This is an optimization exercise on Yosys and OpenROAD, whose aim is small area, not a production implementation.
No functional check of the RTL was part of any run shown here.
The flow treats the clock pin as an ideal source, which a real chip does not have.

==> flow/design.v (outline; a module is shown in full before it is edited, if it fits) <==
// module div_by_3: 39 lines
// module maxer: 1795 lines
// module fa: 4 lines
// module ha: 4 lines
module maxer(
    input clk,
    input rst,
    input maxing,
    input [784-1:0] ips_gen_out,
    output reg start_ips_gen,
    output reg next_ips_gen,
    output reg maxer_valid,
    output [24-1:0] threshold
    );
  // ...
==> flow/flow/run.sh <==
#!/bin/bash
# Standard ORFS layout (the standard.sh, unchanged synthesis), with
# - the port buffers made of the smallest buffer cell instead of the default pick,
# - a clock tree of mid-size clock buffers and no dummy loads.
set -euo pipefail
export BUFFER_PORTS_ARGS="-buffer_cell sky130_fd_sc_hd__buf_1"
export CTS_ARGS="-sink_clustering_enable -sink_clustering_size 10 -sink_clustering_max_diameter 60 -repair_clock_nets -root_buf sky130_fd_sc_hd__clkbuf_8 -buf_list sky130_fd_sc_hd__clkbuf_8 -dont_use_dummy_load"
bash standard.sh finish > flow_make.log 2>&1
==> flow/standard.sh <==
#!/bin/bash
# synth_recipe.tcl (not shown) runs the flow's synth.tcl, then flattens the netlist and writes it again
# the make line also repeats each setting of config.mk as NAME=value (left out here)
make -C /OpenROAD-flow-scripts/flow DESIGN_CONFIG=/design/flow/config.mk WORK_HOME=/design/flow/orfs CLKGATE_MAP_FILE= SYNTH_SCRIPT=/design/flow/synth_recipe.tcl "${@:-finish}"
==> flow/config.mk <==
export PLATFORM = sky130hd
export DESIGN_NAME = maxer
export DESIGN_NICKNAME = maxer
export VERILOG_FILES = /design/flow/design.v
export SDC_FILE = /design/flow/constraint.sdc
export NUM_CORES = 4
export LEC_CHECK = 0
export CAP_MARGIN = 20
export CORE_MARGIN = 2
export CORE_UTILIZATION = 22
export SLEW_MARGIN = 20
export SYNTH_HIERARCHICAL = 1
==> flow/constraint.sdc <==
create_clock -name core_clock -period 7.0 [get_ports {clk}]
set_input_delay 1.4000 -clock core_clock [delete_from_list [all_inputs] [get_ports {clk}]]
set_output_delay 1.4000 -clock core_clock [all_outputs]
set_load 0.01 [all_outputs]
==> metrics.md, run 1 <==
| Metric | Value |
|---|---|
| Status | `no timing/DRC/antenna violations` |
| Mux cell area share after synthesis | `0.107%` |
| Fraction of area in multi-input gates | `74.7%` |
| Share of layout cells above drive strength 1 | `1.51%` |
| Non-clk invs | `9` |
| ANT cells | `10` |
| Max Cap Violations | `0` |
| Clock root cell | `clkbuf_8` |
| Grt total ovfl | `0` |
| Initial antenna violation count | `14` |
| Worst reg-to-reg path cell count | `7` |
| Final Setup Violations | `0` |
| Area occupied by multi-input gates | `0.0173 mm²` |
| Max-slew violation count | `0` |
| XOR/XNOR share of the synthesized area | `1.31%` |
| Count leader, synth | `fa_1` |
| Critical path capture point type | `register` |
| Layout Area Growth over Synthesis | `23.9%` |
| Most frequent cells after synthesis | `fa_1 (762), ha_1 (107), dfxtp_1 (40), xor2_1 (25), buf_4 (24)` |
| Combinational family with the most area after synthesis | `adder cells` |
| Clock sink count | `57` |
| Synth Instances | `1055` |
| Clk slew on worst S/H paths | `0.07 ns` |
| FF-to-FF setup slack | `3.71 ns` |
| Clock latency (worst-skew pair) | `0.33 ns` |
| Die Y | `296 µm` |
| Final Cell Area | `0.0232 mm²` |
| Crit path largest cell delay | `0.58 ns` |
| Post-DR vias/cell | `3.86` |
| Post-synthesis compound-gate area fraction | `0.534%` |
| PostCTS Resize Cnt | `4` |
| Vias | `11600` |
| Most area-hungry cell type in the Yosys netlist | `fa_1` |
| FFs & Latches | `57` |
==> module div_by_3, before the edit <==
module div_by_3(
    input  [7:0] p,
    output [24-1:0] op
    );
  wire s1747, c1748;
  fa u_s1747 (.a(p[0]), .b(p[2]), .c(p[4]), .s(s1747), .co(c1748));
  wire s1749, c1750;
  fa u_s1749 (.a(p[6]), .b(p[7]), .c(s1747), .s(s1749), .co(c1750));
  wire s1751, c1752;
  fa u_s1751 (.a(p[1]), .b(p[3]), .c(p[5]), .s(s1751), .co(c1752));
  wire s1753, c1754;
  fa u_s1753 (.a(p[7]), .b(c1748), .c(s1751), .s(s1753), .co(c1754));
  wire s1755, c1756;
  ha u_s1755 (.a(c1750), .b(s1753), .s(s1755), .co(c1756));
  wire s1757, c1758;
  fa u_s1757 (.a(p[2]), .b(p[4]), .c(p[6]), .s(s1757), .co(c1758));
  wire s1759, c1760;
  fa u_s1759 (.a(c1752), .b(s1757), .c(c1754), .s(s1759), .co(c1760));
  wire s1761, c1762;
  ha u_s1761 (.a(c1756), .b(s1759), .s(s1761), .co(c1762));
  wire s1763, c1764;
  fa u_s1763 (.a(p[3]), .b(p[5]), .c(p[7]), .s(s1763), .co(c1764));
  wire s1765, c1766;
  fa u_s1765 (.a(c1758), .b(s1763), .c(c1760), .s(s1765), .co(c1766));
  wire s1767, c1768;
  ha u_s1767 (.a(c1762), .b(s1765), .s(s1767), .co(c1768));
  wire s1769, c1770;
  fa u_s1769 (.a(p[4]), .b(p[6]), .c(c1764), .s(s1769), .co(c1770));
  wire s1771, c1772;
  fa u_s1771 (.a(s1769), .b(c1766), .c(c1768), .s(s1771), .co(c1772));
  wire s1773, c1774;
  fa u_s1773 (.a(p[5]), .b(p[7]), .c(c1770), .s(s1773), .co(c1774));
  wire s1775, c1776;
  ha u_s1775 (.a(s1773), .b(c1772), .s(s1775), .co(c1776));
  wire s1777, c1778;
  fa u_s1777 (.a(p[6]), .b(c1774), .c(c1776), .s(s1777), .co(c1778));
  wire x1779 = p[7] | c1778;
  assign op = {{(24-8){1'b0}}, x1779, s1777, s1775, s1771, s1767, s1761, s1755, s1749};
endmodule
==> run 2, diff against run 1 <==
--- a/flow/design.v
+++ b/flow/design.v
@@ -1,47 +1,48 @@
 `timescale 1ns/1ps
 module div_by_3(
     input  [7:0] p,
     output [24-1:0] op
     );
-  wire s1747, c1748;
-  fa u_s1747 (.a(p[0]), .b(p[2]), .c(p[4]), .s(s1747), .co(c1748));
-  wire s1749, c1750;
-  fa u_s1749 (.a(p[6]), .b(p[7]), .c(s1747), .s(s1749), .co(c1750));
-  wire s1751, c1752;
-  fa u_s1751 (.a(p[1]), .b(p[3]), .c(p[5]), .s(s1751), .co(c1752));
-  wire s1753, c1754;
-  fa u_s1753 (.a(p[7]), .b(c1748), .c(s1751), .s(s1753), .co(c1754));
-  wire s1755, c1756;
-  ha u_s1755 (.a(c1750), .b(s1753), .s(s1755), .co(c1756));
-  wire s1757, c1758;
-  fa u_s1757 (.a(p[2]), .b(p[4]), .c(p[6]), .s(s1757), .co(c1758));
-  wire s1759, c1760;
-  fa u_s1759 (.a(c1752), .b(s1757), .c(c1754), .s(s1759), .co(c1760));
-  wire s1761, c1762;
-  ha u_s1761 (.a(c1756), .b(s1759), .s(s1761), .co(c1762));
-  wire s1763, c1764;
-  fa u_s1763 (.a(p[3]), .b(p[5]), .c(p[7]), .s(s1763), .co(c1764));
-  wire s1765, c1766;
-  fa u_s1765 (.a(c1758), .b(s1763), .c(c1760), .s(s1765), .co(c1766));
-  wire s1767, c1768;
-  ha u_s1767 (.a(c1762), .b(s1765), .s(s1767), .co(c1768));
-  wire s1769, c1770;
-  fa u_s1769 (.a(p[4]), .b(p[6]), .c(c1764), .s(s1769), .co(c1770));
-  wire s1771, c1772;
-  fa u_s1771 (.a(s1769), .b(c1766), .c(c1768), .s(s1771), .co(c1772));
-  wire s1773, c1774;
-  fa u_s1773 (.a(p[5]), .b(p[7]), .c(c1770), .s(s1773), .co(c1774));
-  wire s1775, c1776;
-  ha u_s1775 (.a(s1773), .b(c1772), .s(s1775), .co(c1776));
-  wire s1777, c1778;
-  fa u_s1777 (.a(p[6]), .b(c1774), .c(c1776), .s(s1777), .co(c1778));
-  wire x1779 = p[7] | c1778;
-  assign op = {{(24-8){1'b0}}, x1779, s1777, s1775, s1771, s1767, s1761, s1755, s1749};
+  wire m67 = p[7] | p[6];
+  wire s1744, c1745;
+  fa u_s1744 (.a(p[0]), .b(p[2]), .c(p[4]), .s(s1744), .co(c1745));
+  wire s1746, c1747;
+  ha u_s1746 (.a(m67), .b(s1744), .s(s1746), .co(c1747));
+  wire s1748, c1749;
+  fa u_s1748 (.a(p[1]), .b(p[3]), .c(p[5]), .s(s1748), .co(c1749));
+  wire s1750, c1751;
+  fa u_s1750 (.a(p[7]), .b(c1745), .c(s1748), .s(s1750), .co(c1751));
+  wire s1752, c1753;
+  ha u_s1752 (.a(c1747), .b(s1750), .s(s1752), .co(c1753));
+  wire s1754, c1755;
+  fa u_s1754 (.a(p[2]), .b(p[4]), .c(p[6]), .s(s1754), .co(c1755));
+  wire s1756, c1757;
+  fa u_s1756 (.a(c1749), .b(s1754), .c(c1751), .s(s1756), .co(c1757));
+  wire s1758, c1759;
+  ha u_s1758 (.a(c1753), .b(s1756), .s(s1758), .co(c1759));
+  wire s1760, c1761;
+  fa u_s1760 (.a(p[3]), .b(p[5]), .c(p[7]), .s(s1760), .co(c1761));
+  wire s1762, c1763;
+  fa u_s1762 (.a(c1755), .b(s1760), .c(c1757), .s(s1762), .co(c1763));
+  wire s1764, c1765;
+  ha u_s1764 (.a(c1759), .b(s1762), .s(s1764), .co(c1765));
+  wire s1766, c1767;
+  fa u_s1766 (.a(p[4]), .b(p[6]), .c(c1761), .s(s1766), .co(c1767));
+  wire s1768, c1769;
+  fa u_s1768 (.a(s1766), .b(c1763), .c(c1765), .s(s1768), .co(c1769));
+  wire s1770, c1771;
+  fa u_s1770 (.a(p[5]), .b(p[7]), .c(c1767), .s(s1770), .co(c1771));
+  wire s1772, c1773;
+  ha u_s1772 (.a(s1770), .b(c1769), .s(s1772), .co(c1773));
+  wire s1774, c1775;
+  fa u_s1774 (.a(p[6]), .b(c1771), .c(c1773), .s(s1774), .co(c1775));
+  wire x1776 = p[7] | c1775;
+  assign op = {{(24-8){1'b0}}, x1776, s1774, s1772, s1768, s1764, s1758, s1752, s1746};
 endmodule
 module maxer(
     input clk,
     input rst,
     input maxing,
     input [784-1:0] ips_gen_out,
     output reg start_ips_gen,
     output reg next_ips_gen,
@@ -1674,165 +1675,178 @@
   fa u_s1623 (.a(s1609), .b(s1611), .c(c1580), .s(s1623), .co(c1624));
   wire s1625, c1626;
   fa u_s1625 (.a(c1582), .b(s1613), .c(s1615), .s(s1625), .co(c1626));
   wire s1627, c1628;
   fa u_s1627 (.a(s1617), .b(s1619), .c(c1584), .s(s1627), .co(c1628));
   wire s1629, c1630;
   fa u_s1629 (.a(s1621), .b(s1623), .c(c1586), .s(s1629), .co(c1630));
   wire s1631, c1632;
-  fa u_s1631 (.a(x61), .b(x122), .c(x183), .s(s1631), .co(c1632));
+  fa u_s1631 (.a(s1625), .b(s1627), .c(c1588), .s(s1631), .co(c1632));
   wire s1633, c1634;
-  fa u_s1633 (.a(x244), .b(x305), .c(x366), .s(s1633), .co(c1634));
+  fa u_s1633 (.a(x61), .b(x122), .c(x183), .s(s1633), .co(c1634));
   wire s1635, c1636;
-  fa u_s1635 (.a(x427), .b(x488), .c(x549), .s(s1635), .co(c1636));
+  fa u_s1635 (.a(x244), .b(x305), .c(x366), .s(s1635), .co(c1636));
   wire s1637, c1638;
-  fa u_s1637 (.a(x610), .b(x671), .c(x732), .s(s1637), .co(c1638));
+  fa u_s1637 (.a(x427), .b(x488), .c(x549), .s(s1637), .co(c1638));
   wire s1639, c1640;
-  fa u_s1639 (.a(x793), .b(x854), .c(x915), .s(s1639), .co(c1640));
+  fa u_s1639 (.a(x610), .b(x671), .c(x732), .s(s1639), .co(c1640));
   wire s1641, c1642;
-  fa u_s1641 (.a(x976), .b(x1037), .c(x1098), .s(s1641), .co(c1642));
+  fa u_s1641 (.a(x793), .b(x854), .c(x915), .s(s1641), .co(c1642));
   wire s1643, c1644;
-  fa u_s1643 (.a(x1159), .b(x1220), .c(x1281), .s(s1643), .co(c1644));
+  fa u_s1643 (.a(x976), .b(x1037), .c(x1098), .s(s1643), .co(c1644));
   wire s1645, c1646;
-  fa u_s1645 (.a(x1342), .b(x1403), .c(x1464), .s(s1645), .co(c1646));
+  fa u_s1645 (.a(x1159), .b(x1220), .c(x1281), .s(s1645), .co(c1646));
   wire s1647, c1648;
-  fa u_s1647 (.a(c1590), .b(c1592), .c(c1594), .s(s1647), .co(c1648));
+  fa u_s1647 (.a(x1342), .b(x1403), .c(x1464), .s(s1647), .co(c1648));
   wire s1649, c1650;
-  fa u_s1649 (.a(c1596), .b(c1598), .c(c1600), .s(s1649), .co(c1650));
+  fa u_s1649 (.a(c1590), .b(c1592), .c(c1594), .s(s1649), .co(c1650));
   wire s1651, c1652;
-  fa u_s1651 (.a(c1602), .b(c1604), .c(c1606), .s(s1651), .co(c1652));
+  fa u_s1651 (.a(c1596), .b(c1598), .c(c1600), .s(s1651), .co(c1652));
   wire s1653, c1654;
-  fa u_s1653 (.a(c1608), .b(c1610), .c(c1612), .s(s1653), .co(c1654));
+  fa u_s1653 (.a(c1602), .b(c1604), .c(c1606), .s(s1653), .co(c1654));
   wire s1655, c1656;
-  fa u_s1655 (.a(s1631), .b(s1633), .c(s1635), .s(s1655), .co(c1656));
+  fa u_s1655 (.a(c1608), .b(c1610), .c(c1612), .s(s1655), .co(c1656));
   wire s1657, c1658;
-  fa u_s1657 (.a(s1637), .b(s1639), .c(s1641), .s(s1657), .co(c1658));
+  fa u_s1657 (.a(s1633), .b(s1635), .c(s1637), .s(s1657), .co(c1658));
   wire s1659, c1660;
-  fa u_s1659 (.a(s1643), .b(s1645), .c(c1614), .s(s1659), .co(c1660));
+  fa u_s1659 (.a(s1639), .b(s1641), .c(s1643), .s(s1659), .co(c1660));
   wire s1661, c1662;
-  fa u_s1661 (.a(s1647), .b(c1616), .c(c1618), .s(s1661), .co(c1662));
+  fa u_s1661 (.a(s1645), .b(s1647), .c(c1614), .s(s1661), .co(c1662));
   wire s1663, c1664;
-  fa u_s1663 (.a(c1620), .b(s1649), .c(s1651), .s(s1663), .co(c1664));
+  fa u_s1663 (.a(s1649), .b(c1616), .c(c1618), .s(s1663), .co(c1664));
   wire s1665, c1666;
-  fa u_s1665 (.a(c1622), .b(s1653), .c(c1624), .s(s1665), .co(c1666));
+  fa u_s1665 (.a(c1620), .b(s1651), .c(s1653), .s(s1665), .co(c1666));
   wire s1667, c1668;
-  fa u_s1667 (.a(s1655), .b(s1657), .c(s1659), .s(s1667), .co(c1668));
+  fa u_s1667 (.a(c1622), .b(s1655), .c(c1624), .s(s1667), .co(c1668));
   wire s1669, c1670;
-  fa u_s1669 (.a(c1626), .b(s1661), .c(c1628), .s(s1669), .co(c1670));
+  fa u_s1669 (.a(s1657), .b(s1659), .c(s1661), .s(s1669), .co(c1670));
   wire s1671, c1672;
-  fa u_s1671 (.a(s1663), .b(s1665), .c(c1630), .s(s1671), .co(c1672));
+  fa u_s1671 (.a(c1626), .b(s1663), .c(c1628), .s(s1671), .co(c1672));
   wire s1673, c1674;
-  fa u_s1673 (.a(c1632), .b(c1634), .c(c1636), .s(s1673), .co(c1674));
+  fa u_s1673 (.a(s1665), .b(s1667), .c(c1630), .s(s1673), .co(c1674));
   wire s1675, c1676;
-  fa u_s1675 (.a(c1638), .b(c1640), .c(c1642), .s(s1675), .co(c1676));
+  fa u_s1675 (.a(c1634), .b(c1636), .c(c1638), .s(s1675), .co(c1676));
   wire s1677, c1678;
-  fa u_s1677 (.a(c1644), .b(c1646), .c(c1648), .s(s1677), .co(c1678));
+  fa u_s1677 (.a(c1640), .b(c1642), .c(c1644), .s(s1677), .co(c1678));
   wire s1679, c1680;
-  fa u_s1679 (.a(c1650), .b(c1652), .c(c1654), .s(s1679), .co(c1680));
+  fa u_s1679 (.a(c1646), .b(c1648), .c(c1650), .s(s1679), .co(c1680));
   wire s1681, c1682;
-  fa u_s1681 (.a(s1673), .b(s1675), .c(c1656), .s(s1681), .co(c1682));
+  fa u_s1681 (.a(c1652), .b(c1654), .c(c1656), .s(s1681), .co(c1682));
   wire s1683, c1684;
-  fa u_s1683 (.a(c1658), .b(c1660), .c(s1677), .s(s1683), .co(c1684));
+  fa u_s1683 (.a(s1675), .b(s1677), .c(c1658), .s(s1683), .co(c1684));
   wire s1685, c1686;
-  fa u_s1685 (.a(c1662), .b(c1664), .c(s1679), .s(s1685), .co(c1686));
+  fa u_s1685 (.a(c1660), .b(c1662), .c(s1679), .s(s1685), .co(c1686));
   wire s1687, c1688;
-  fa u_s1687 (.a(c1674), .b(c1676), .c(c1678), .s(s1687), .co(c1688));
-  reg [23:0] r1;
-  wire r1_1689 = r1[0];
-  wire r1_1690 = r1[1];
-  wire r1_1691 = r1[2];
-  wire r1_1692 = r1[3];
-  wire r1_1693 = r1[4];
-  wire r1_1694 = r1[5];
-  wire r1_1695 = r1[6];
-  wire r1_1696 = r1[7];
-  wire r1_1697 = r1[8];
-  wire r1_1698 = r1[9];
-  wire r1_1699 = r1[10];
-  wire r1_1700 = r1[11];
-  wire r1_1701 = r1[12];
-  wire r1_1702 = r1[13];
-  wire r1_1703 = r1[14];
-  wire r1_1704 = r1[15];
-  wire r1_1705 = r1[16];
-  wire r1_1706 = r1[17];
-  wire r1_1707 = r1[18];
-  wire r1_1708 = r1[19];
-  wire r1_1709 = r1[20];
-  wire r1_1710 = r1[21];
-  wire r1_1711 = r1[22];
-  wire r1_1712 = r1[23];
-  always @(posedge clk) r1 <= {c1688, c1686, s1687, c1684, c1682, c1680, c1672, s1685, c1670, s1683, c1668, s1681, c1666, s1671, s1669, s1667, s1629, c1588, s1627, s1625, s1587, s1543, s1501, s1499};
-  wire c1713 = r1_1689 & r1_1690;
-  wire c1714 = r1_1691 & c1713;
-  wire s1715, c1716;
-  ha u_s1715 (.a(r1_1692), .b(c1714), .s(s1715), .co(c1716));
-  wire s1717, c1718;
-  fa u_s1717 (.a(r1_1693), .b(r1_1694), .c(r1_1695), .s(s1717), .co(c1718));
-  wire s1719, c1720;
-  fa u_s1719 (.a(r1_1696), .b(s1717), .c(c1716), .s(s1719), .co(c1720));
-  wire s1721, c1722;
-  fa u_s1721 (.a(r1_1697), .b(r1_1698), .c(r1_1699), .s(s1721), .co(c1722));
-  wire s1723, c1724;
-  fa u_s1723 (.a(c1718), .b(s1721), .c(c1720), .s(s1723), .co(c1724));
-  wire s1725, c1726;
-  fa u_s1725 (.a(r1_1700), .b(r1_1701), .c(r1_1702), .s(s1725), .co(c1726));
-  wire s1727, c1728;
-  fa u_s1727 (.a(r1_1703), .b(r1_1704), .c(r1_1705), .s(s1727), .co(c1728));
-  wire s1729, c1730;
-  fa u_s1729 (.a(r1_1706), .b(c1722), .c(s1725), .s(s1729), .co(c1730));
-  wire s1731, c1732;
-  fa u_s1731 (.a(s1727), .b(s1729), .c(c1724), .s(s1731), .co(c1732));
-  wire s1733, c1734;
-  fa u_s1733 (.a(r1_1707), .b(r1_1708), .c(r1_1709), .s(s1733), .co(c1734));
-  wire s1735, c1736;
-  fa u_s1735 (.a(r1_1710), .b(r1_1711), .c(c1726), .s(s1735), .co(c1736));
-  wire s1737, c1738;
-  fa u_s1737 (.a(c1728), .b(s1733), .c(s1735), .s(s1737), .co(c1738));
-  wire s1739, c1740;
-  fa u_s1739 (.a(c1730), .b(s1737), .c(c1732), .s(s1739), .co(c1740));
-  wire s1741, c1742;
-  fa u_s1741 (.a(r1_1712), .b(c1734), .c(c1736), .s(s1741), .co(c1742));
-  wire s1743, c1744;
-  fa u_s1743 (.a(c1738), .b(s1741), .c(c1740), .s(s1743), .co(c1744));
-  wire s1745, c1746;
-  ha u_s1745 (.a(c1742), .b(c1744), .s(s1745), .co(c1746));
+  fa u_s1687 (.a(c1664), .b(c1666), .c(s1681), .s(s1687), .co(c1688));
+  wire s1689, c1690;
+  fa u_s1689 (.a(c1668), .b(s1683), .c(c1670), .s(s1689), .co(c1690));
+  wire s1691, c1692;
+  fa u_s1691 (.a(c1676), .b(c1678), .c(c1680), .s(s1691), .co(c1692));
+  wire s1693, c1694;
+  fa u_s1693 (.a(c1682), .b(c1684), .c(c1686), .s(s1693), .co(c1694));
+  reg [20:0] r1;
+  wire r1_1695 = r1[0];
+  wire r1_1696 = r1[1];
+  wire r1_1697 = r1[2];
+  wire r1_1698 = r1[3];
+  wire r1_1699 = r1[4];
+  wire r1_1700 = r1[5];
+  wire r1_1701 = r1[6];
+  wire r1_1702 = r1[7];
+  wire r1_1703 = r1[8];
+  wire r1_1704 = r1[9];
+  wire r1_1705 = r1[10];
+  wire r1_1706 = r1[11];
+  wire r1_1707 = r1[12];
+  wire r1_1708 = r1[13];
+  wire r1_1709 = r1[14];
+  wire r1_1710 = r1[15];
+  wire r1_1711 = r1[16];
+  wire r1_1712 = r1[17];
+  wire r1_1713 = r1[18];
+  wire r1_1714 = r1[19];
+  wire r1_1715 = r1[20];
+  always @(posedge clk) r1 <= {c1694, c1692, s1693, c1690, c1688, s1691, s1689, c1674, s1687, c1672, s1685, s1673, c1632, s1671, s1669, s1631, s1629, s1587, s1543, s1501, s1499};
+  wire c1716 = r1_1695 & r1_1696;
+  wire c1717 = r1_1697 & c1716;
+  wire s1718, c1719;
+  ha u_s1718 (.a(r1_1698), .b(c1717), .s(s1718), .co(c1719));
+  wire s1720, c1721;
+  fa u_s1720 (.a(r1_1699), .b(r1_1700), .c(c1719), .s(s1720), .co(c1721));
+  wire s1722, c1723;
+  fa u_s1722 (.a(r1_1701), .b(r1_1702), .c(r1_1703), .s(s1722), .co(c1723));
+  wire s1724, c1725;
+  fa u_s1724 (.a(r1_1704), .b(s1722), .c(c1721), .s(s1724), .co(c1725));
+  wire s1726, c1727;
+  fa u_s1726 (.a(r1_1705), .b(r1_1706), .c(r1_1707), .s(s1726), .co(c1727));
+  wire s1728, c1729;
+  fa u_s1728 (.a(r1_1708), .b(r1_1709), .c(c1723), .s(s1728), .co(c1729));
+  wire s1730, c1731;
+  fa u_s1730 (.a(s1726), .b(s1728), .c(c1725), .s(s1730), .co(c1731));
+  wire s1732, c1733;
+  fa u_s1732 (.a(r1_1710), .b(r1_1711), .c(r1_1712), .s(s1732), .co(c1733));
+  wire s1734, c1735;
+  fa u_s1734 (.a(r1_1713), .b(c1727), .c(s1732), .s(s1734), .co(c1735));
+  wire s1736, c1737;
+  fa u_s1736 (.a(c1729), .b(s1734), .c(c1731), .s(s1736), .co(c1737));
+  wire s1738, c1739;
+  fa u_s1738 (.a(r1_1714), .b(r1_1715), .c(c1733), .s(s1738), .co(c1739));
+  wire s1740, c1741;
+  fa u_s1740 (.a(s1738), .b(c1735), .c(c1737), .s(s1740), .co(c1741));
+  wire s1742, c1743;
+  ha u_s1742 (.a(c1739), .b(c1741), .s(s1742), .co(c1743));
   reg [7:0] tq2, tq3;
   always @(posedge clk) begin
-    tq2 <= {c1746, s1745, s1743, s1739, s1731, s1723, s1719, s1715};
+    tq2 <= {c1743, s1742, s1740, s1736, s1730, s1724, s1720, s1718};
     tq3 <= tq2;
   end
   reg [7:0] c;
   reg       m;
+  wire hi    = c[7] & c[6];
+  wire is207 = hi & c[3] & c[2] & c[1] & c[0];
+  wire is206 = hi & c[3] & c[2] & c[1] & ~c[0];
+  wire is0   = c == 8'd0;
+  wire [7:0] t;      
+  assign t[0] = maxing;
+  genvar j;
+  generate
+    for (j = 1; j < 8; j = j + 1) begin : inc
+      assign t[j] = t[j-1] & c[j-1];
+    end
+  endgenerate
+  wire w = t[4] & hi;    
   always @(posedge clk, posedge rst) begin
     if (rst) begin
       c <= 8'd0;
       m <= 1'b0;
     end else begin
       m <= maxing;
-      if (maxing)
-        c <= (c == 8'd207) ? 8'd0 : c + 8'd1;
+      c <= {(c[7:6] ^ t[7:6]) & {2{~w}}, c[5] ^ t[5], c[4] ^ (t[4] & ~hi), c[3:0] ^ t[3:0]};
     end
   end
+  wire le201 = ~hi | ~c[3] | (~c[2] & ~c[1]);
+  wire ge4   = c[7:2] != 6'd0;
+  wire le204 = ~hi | ~(c[3] & c[2]) | (~c[1] & ~c[0]);
+  wire is4   = c[7:3] == 5'd0 && c[2] && !c[1] && !c[0];
   always @(*) begin
-    start_ips_gen = m && c == 8'd1;
-    maxer_valid   = m && c == 8'd207;
-    next_ips_gen  = c != 8'd0 && c <= 8'd201;
+    start_ips_gen = m && c[7:1] == 7'd0 && c[0];
+    maxer_valid   = m && is207;
+    next_ips_gen  = !is0 && le201;
   end
   reg  [7:0] peak;
   wire [8:0] gt;     
   assign gt[0] = 1'b0;
   genvar i;
   generate
     for (i = 0; i < 8; i = i + 1) begin : cmp
       assign gt[i+1] = (tq3[i] & ~peak[i]) | (tq3[i] & gt[i]) | (~peak[i] & gt[i]);
     end
   endgenerate
-  wire load = maxing ? (c >= 8'd4 && c <= 8'd204 && (c == 8'd4 || gt[8])) : c == 8'd206;
+  wire load = maxing ? (ge4 && le204 && (is4 || gt[8])) : is206;
   always @(posedge clk)
     if (load)
       peak <= tq3 & {8{maxing}};
   div_by_3 div1(.p(peak), .op(threshold));
 endmodule
 module fa(input a, input b, input c, output s, output co);
   assign s  = a ^ b ^ c;
   assign co = (a & b) | (a & c) | (b & c);
==> flow/flow/run.sh (replaced) <==
#!/bin/bash
# Standard ORFS layout (the standard.sh, unchanged synthesis), with
# - the port buffers made of the smallest buffer cell instead of the default pick,
# - the buffers that synthesis put on submodule outputs removed at floorplan,
set -euo pipefail
export BUFFER_PORTS_ARGS="-buffer_cell sky130_fd_sc_hd__buf_1"
export REMOVE_ABC_BUFFERS=1
L=orfs/logs/sky130hd/maxer/base

bash standard.sh place > make_place.log 2>&1
for buf in clkbuf_4 clkbuf_8 clkbuf_16; do
  export CTS_ARGS="-sink_clustering_enable -repair_clock_nets -root_buf sky130_fd_sc_hd__$buf -buf_list sky130_fd_sc_hd__$buf -dont_use_dummy_load"
  bash standard.sh cts > make_cts_$buf.log 2>&1
  openroad -no_init -exit flow/clk_slew.tcl > clk_slew_$buf.log 2>&1
  slew=$(awk '/^CLK_SLEW_PS/ {print $2}' clk_slew_$buf.log)
  echo "clock buffers $buf: worst flip-flop clock slew ${slew} ps"
  if awk -v s="$slew" 'BEGIN { exit !(s != "" && s <= 125) }'; then break; fi
  cp $L/4_1_cts.log cts_$buf.log || true
  bash standard.sh clean_cts > make_clean_cts_$buf.log 2>&1
done
bash standard.sh finish > make_finish.log 2>&1
==> flow/flow/clk_slew.tcl (new file) <==
# Worst slew at the flip-flop clock pins of the clock tree just built.
set P $::env(FLOW_HOME)/platforms/sky130hd
read_liberty $P/lib/sky130_fd_sc_hd__tt_025C_1v80.lib
read_db orfs/results/sky130hd/maxer/base/4_cts.odb
read_sdc orfs/results/sky130hd/maxer/base/4_cts.sdc
source $P/setRC.tcl
set_propagated_clock [all_clocks]
estimate_parasitics -placement
set mx 0
foreach p [get_pins -hierarchical */CLK] {
  set s [get_property $p slew_max]
  if { $s > $mx } { set mx $s }
}
puts "CLK_SLEW_PS [expr { $mx * 1000.0 }]"
==> flow/config.mk (replaced) <==
export PLATFORM = sky130hd
export DESIGN_NAME = maxer
export DESIGN_NICKNAME = maxer
export VERILOG_FILES = /design/flow/design.v
export SDC_FILE = /design/flow/constraint.sdc
export NUM_CORES = 4
export LEC_CHECK = 0
export CAP_MARGIN = 20
export CORE_MARGIN = 2
export CORE_UTILIZATION = 22
export GPL_TIMING_DRIVEN = 0
export SLEW_MARGIN = 20
export SYNTH_HIERARCHICAL = 1
==> metrics.md, run 2 <==
| Metric | Value |
|---|---|
| Status | `no timing/DRC/antenna violations (unchanged)` |
| Mux cell area share after synthesis | `0.0539% (was 0.107%)` |
| Share of layout cells above drive strength 1 | `2.80% (was 1.51%)` |
| Post-DR vias/cell | `3.82 (was 3.86)` |
| GPL Wtd Cong | `0.962 (was 1.04)` |
| GRT Total Usage | `14.6% (was 14.8%)` |
| Crit Path Class | `in -> reg (unchanged)` |
| DRT Pass-1 Iters | `4 (unchanged)` |
| Fin. Hold Viols | `0 (unchanged)` |
| Crit-path slowest cell | `fa_1 (unchanged)` |
| Count leader, synth | `fa_1 (unchanged)` |
| Drt wl/cell | `21.0 µm (was 21.4 µm)` |
| Maximum fanout along the worst path | `1 (unchanged)` |
| Combinational family with the most area after synthesis | `adder cells (unchanged)` |
| First-pass GRT wire length | `90.3 mm (was 92.0 mm)` |
| Largest net degree at the start of global routing | `20 (was 22)` |
| Worst min path class | `reg -> reg (unchanged)` |
| Synth warn | `7 (unchanged)` |
| Placed cell areas | `0.0229 mm² (was 0.0230 mm²)` |
| Post-route ant nets | `0 (unchanged)` |
| XOR/XNOR share of the synthesized area | `1.18% (was 1.31%)` |
| Final #Nets | `3480 (was 3509)` |
| Synth Instances | `1028 (was 1055)` |
| Adder-cell share of the synthesized area | `89.6% (was 88.7%)` |
| Area occupied by multi-input gates | `0.0174 mm² (was 0.0173 mm²)` |
| Fin crit period | `6.88 ns (was 6.85 ns)` |
| Worst path arrival time | `7.05 ns (was 7.07 ns)` |
| Top cell type's share of synthesized area | `82.0% (was 81.4%)` |
| Die area | `0.0868 mm² (was 0.0875 mm²)` |
| Most frequent cells after synthesis | `fa_1 (761), ha_1 (109), dfxtp_1 (37), buf_4 (24), xor2_1 (24) (was fa_1 (762), ha_1 (107), dfxtp_1 (40), xor2_1 (25), buf_4 (24))` |
| Synth top area cells | `fa_1 (82%), ha_1 (7.3%), dfxtp_1 (4.0%) (was fa_1 (81%), ha_1 (7.1%), dfxtp_1 (4.3%))` |
| Crit-path cells | `buf_1 > fa_1 > fa_1 > fa_1 > ha_2 > fa_2 > fa_2 > fa_1 > fa_1 > fa_1 > fa_1 > fa_1 > fa_1 (was buf_1 > fa_1 > fa_1 > fa_1 > ha_1 > fa_1 > fa_1 > fa_1 > fa_1 > fa_1 > fa_1 > fa_1 > fa_1)` |
| Synth cell types | `36 (was 38)` |
| Most common cell after layout, fill and taps aside | `buf_1 (unchanged)` |
| Fmax | `145 MHz (was 146 MHz)` |
| Setup crit start kind | `input port (unchanged)` |
| Initial antenna violation count | `12 (was 14)` |
| Core area | `0.0837 mm² (was 0.0847 mm²)` |
| CP most frequent cell | `fa_1 (unchanged)` |
| Final WL | `62.2 mm (was 64.2 mm)` |
| Critical path capture point type | `register (unchanged)` |
| Final Cell Area | `0.0231 mm² (was 0.0232 mm²)` |
| Avg Cell Area, Syn | `18.1 µm² (was 17.8 µm²)` |
| Simple-gate area share of the yosys netlist | `1.03% (was 1.36%)` |
| I/O Buffers | `797 (unchanged)` |
| Final Setup Violations | `0 (unchanged)` |
| RSZ-0062 raised after global routing | `yes (was no)` |
| Post-synthesis cell area | `0.0186 mm² (was 0.0187 mm²)` |
| CTS tree | `built (unchanged)` |
| Post-synthesis compound-gate area fraction | `0.451% (was 0.534%)` |
| Clock sink count | `54 (was 57)` |
| Vias | `11300 (was 11600)` |
| Max-slew violation count | `0 (unchanged)` |
| Family with the most delay on the worst path | `adder cells (unchanged)` |
| Sequential share of the synthesized area | `6.49% (was 6.76%)` |
| Layout Area Growth over Synthesis | `24.6% (was 23.9%)` |
| Most flop-heavy register | `r1 (unchanged)` |
| Sum of buffers and inverters on the critical path | `1 (unchanged)` |
| Clock latency (worst-skew pair) | `0.32 ns (was 0.33 ns)` |
| Cts bufs inserted | `5 (was 9)` |
| Crit path largest cell delay | `0.58 ns (about the same)` |
| Synth Flop Type | `dfxtp_1 (unchanged)` |
| Die Y | `295 µm (was 296 µm)` |
| Post-synth EDFFs | `8 (unchanged)` |
| Post-synth ARST share | `16.7% (was 15.8%)` |
| Worst Path Required | `7.17 ns (was 7.21 ns)` |
| CTS max path bufs | `2 (unchanged)` |
| Std-Cell Rows | `106 (was 107)` |
| Final worst setup slack | `0.118 ns (was 0.146 ns)` |
| H-tree levels | `2 (was 3)` |
| Starting Density | `22.2% (was 22.1%)` |
| Clk slew on worst S/H paths | `0.11 ns (was 0.07 ns)` |
| Most frequent cells in the layout | `buf_1 (795), fa_1 (737), ha_1 (98), dfxtp_1 (37), fa_2 (24) (was buf_1 (797), fa_1 (749), ha_1 (106), dfxtp_1 (40), xor2_1 (25))` |
| 1st-iter DRT viols | `301 (was 368)` |
| Clock skew | `0.0327 ns (was 0.0182 ns)` |
| Clock root cell | `clkbuf_8 (unchanged)` |
| Top Ports | `814 (unchanged)` |
| Period utilisation layout | `98.3% (was 97.9%)` |
| Register bit total from synthesis | `54 (was 57)` |
| Fill count | `8680 (was 8816)` |
| Max Cap Violations | `0 (unchanged)` |
| Vias in the first global route | `14500 (about the same)` |
| Dpl ws | `-0.494 ns (was -0.454 ns)` |
| Most area-hungry cell type in the Yosys netlist | `fa_1 (unchanged)` |
| DP HPWL | `62.4 mm (was 64.0 mm)` |
| Register area | `0.00121 mm² (was 0.00127 mm²)` |
| Post-CTS Setup Repair Bufs | `0 (unchanged)` |
| Grt total ovfl | `0 (unchanged)` |
| Post-route DRC violation count | `0 (unchanged)` |
| Die W | `295 µm (was 296 µm)` |
| Fin Hold WS | `0.341 ns (was 0.326 ns)` |
| Max FFs per register | `21 (was 24)` |
==> run 2: path summary, 6_finish.rpt <==
| path | end | start | slack [ns] | depth (start not counted) |
|---|---|---|---|---|
| worst max register to register | tq2[6]$_DFF_P_ | r1[2]$_DFF_P_ | 4.01 | 8 |
| worst max-delay path | r1[5]$_DFF_P_ | ips_gen_out[259] | 0.12 | 13 |
| worst min-delay path | tq3[7]$_DFF_P_ | tq2[7]$_DFF_P_ | 0.34 | 0 |
| min in group asynchronous | c[6]$_DFF_PP0_ | rst | 1.03 | 2 |
| worst min register to register | tq3[7]$_DFF_P_ | tq2[7]$_DFF_P_ | 0.34 | 0 |
| max in group asynchronous | m$_DFF_PP0_ | rst | 5.71 | 2 |
==> run 2: cell type report <==
cell class	instances	area share, %
clock buffer	5	0.297
tap	1134	6.13
multi-input combinational	956	75.2
antenna	8	0.0865
sequential	54	5.21
inverter	9	0.146
timing repair buffer	797	12.9
==> run 2: stage by stage <==
| step | setup TNS, ns | utilization [%] | instances |
|---|---|---|---|
| CTS | 0 | 27.4 | 2955 |
| finish | 0 | 27.7 | 2963 |
| detailed placement | -3.56 | 27.3 | 2950 |
| global placement | -3.68 | 27.3 | 2950 |
| floorplan | 0 | - | 1019 |
| global route | -0.000836 | 27.6 | 2957 |
==> run 2: routing by layer <==
layer / GRT usage [%] / vias to the layer above / wire [µm]
met4: 1.78 / 16 / 698
met5: 0 / - / 103
li1: - / 4786 / -
met3: 2.30 / 45 / 3280
met1: 18.8 / 6063 / 24900
met2: 26.6 / 419 / 33300
==> run 2: Yosys stat by module (local to each module, per instance) <==
module,cells inside,flops+latches,times used,cell area [µm²]
div_by_3,27,0,1,196
fa,1,0,761,20.0
ha,1,0,103,12.5
maxer,137,54,1,1860
==> run 2: repair_timing <==
action / 4_1_cts / 5_1_grt
resized for setup: 11 / 27
pin swaps: 1 / 15
hold endpoints to repair: 0 / 0
hold buffers: 0 / 0
endpoints found under the setup margin: 7 / 6
==> run 2: worst reg2reg max path, cell delays in order (launching register included) <==
cell and delay, ns:
dfxtp_1 0.29, and3_1 0.17, ha_1 0.19, fa_1 0.38, fa_1 0.40, fa_1 0.40, fa_1 0.39, fa_1 0.41
ha_1 0.29
==> run 2: logic make-up after synthesis <==
| kind of cell | Yosys count |
|---|---|
| mux | 1 |
| fa+ha+maj | 875 |
| other cells | 1 |
| xor+xnor | 25 |
| flops | 54 |
| compound gates | 9 |
| buf+inv | 33 |
| simple gates | 30 |

## separate check: timing with driven ports
The flow's constraints put no driver on any port. The routed layouts listed below were extracted and timed again, unchanged, in two steps. Step 1: set_driving_cell puts a clkbuf_16 on clk and a buf_2 on each other input, an assumption about the parent block. Step 2, shift: input delay + t, output delay - t, t = (earliest + latest rising clock arrival at the registers) / 2. This alone moves slack from input paths to output paths. Three values: ideal, step 1, step 2; two values: the first two.
run	t, ns	slack for setup (ns)	worst setup path at the end	clock arrival spread, ns
run 1	0.362	0.146 / 0.152 / -0.210	input to register	0.023 / 0.023
run 2	0.347	0.118 / 0.134 / -0.212	input to register	0.033 / 0.033
Met with ideal ports but missed after step 2: setup timing in run 1 and run 2. For run 1, which loses most, drivers alone change the setup slack by +0.006 ns; drivers and shift together by -0.356 ns.
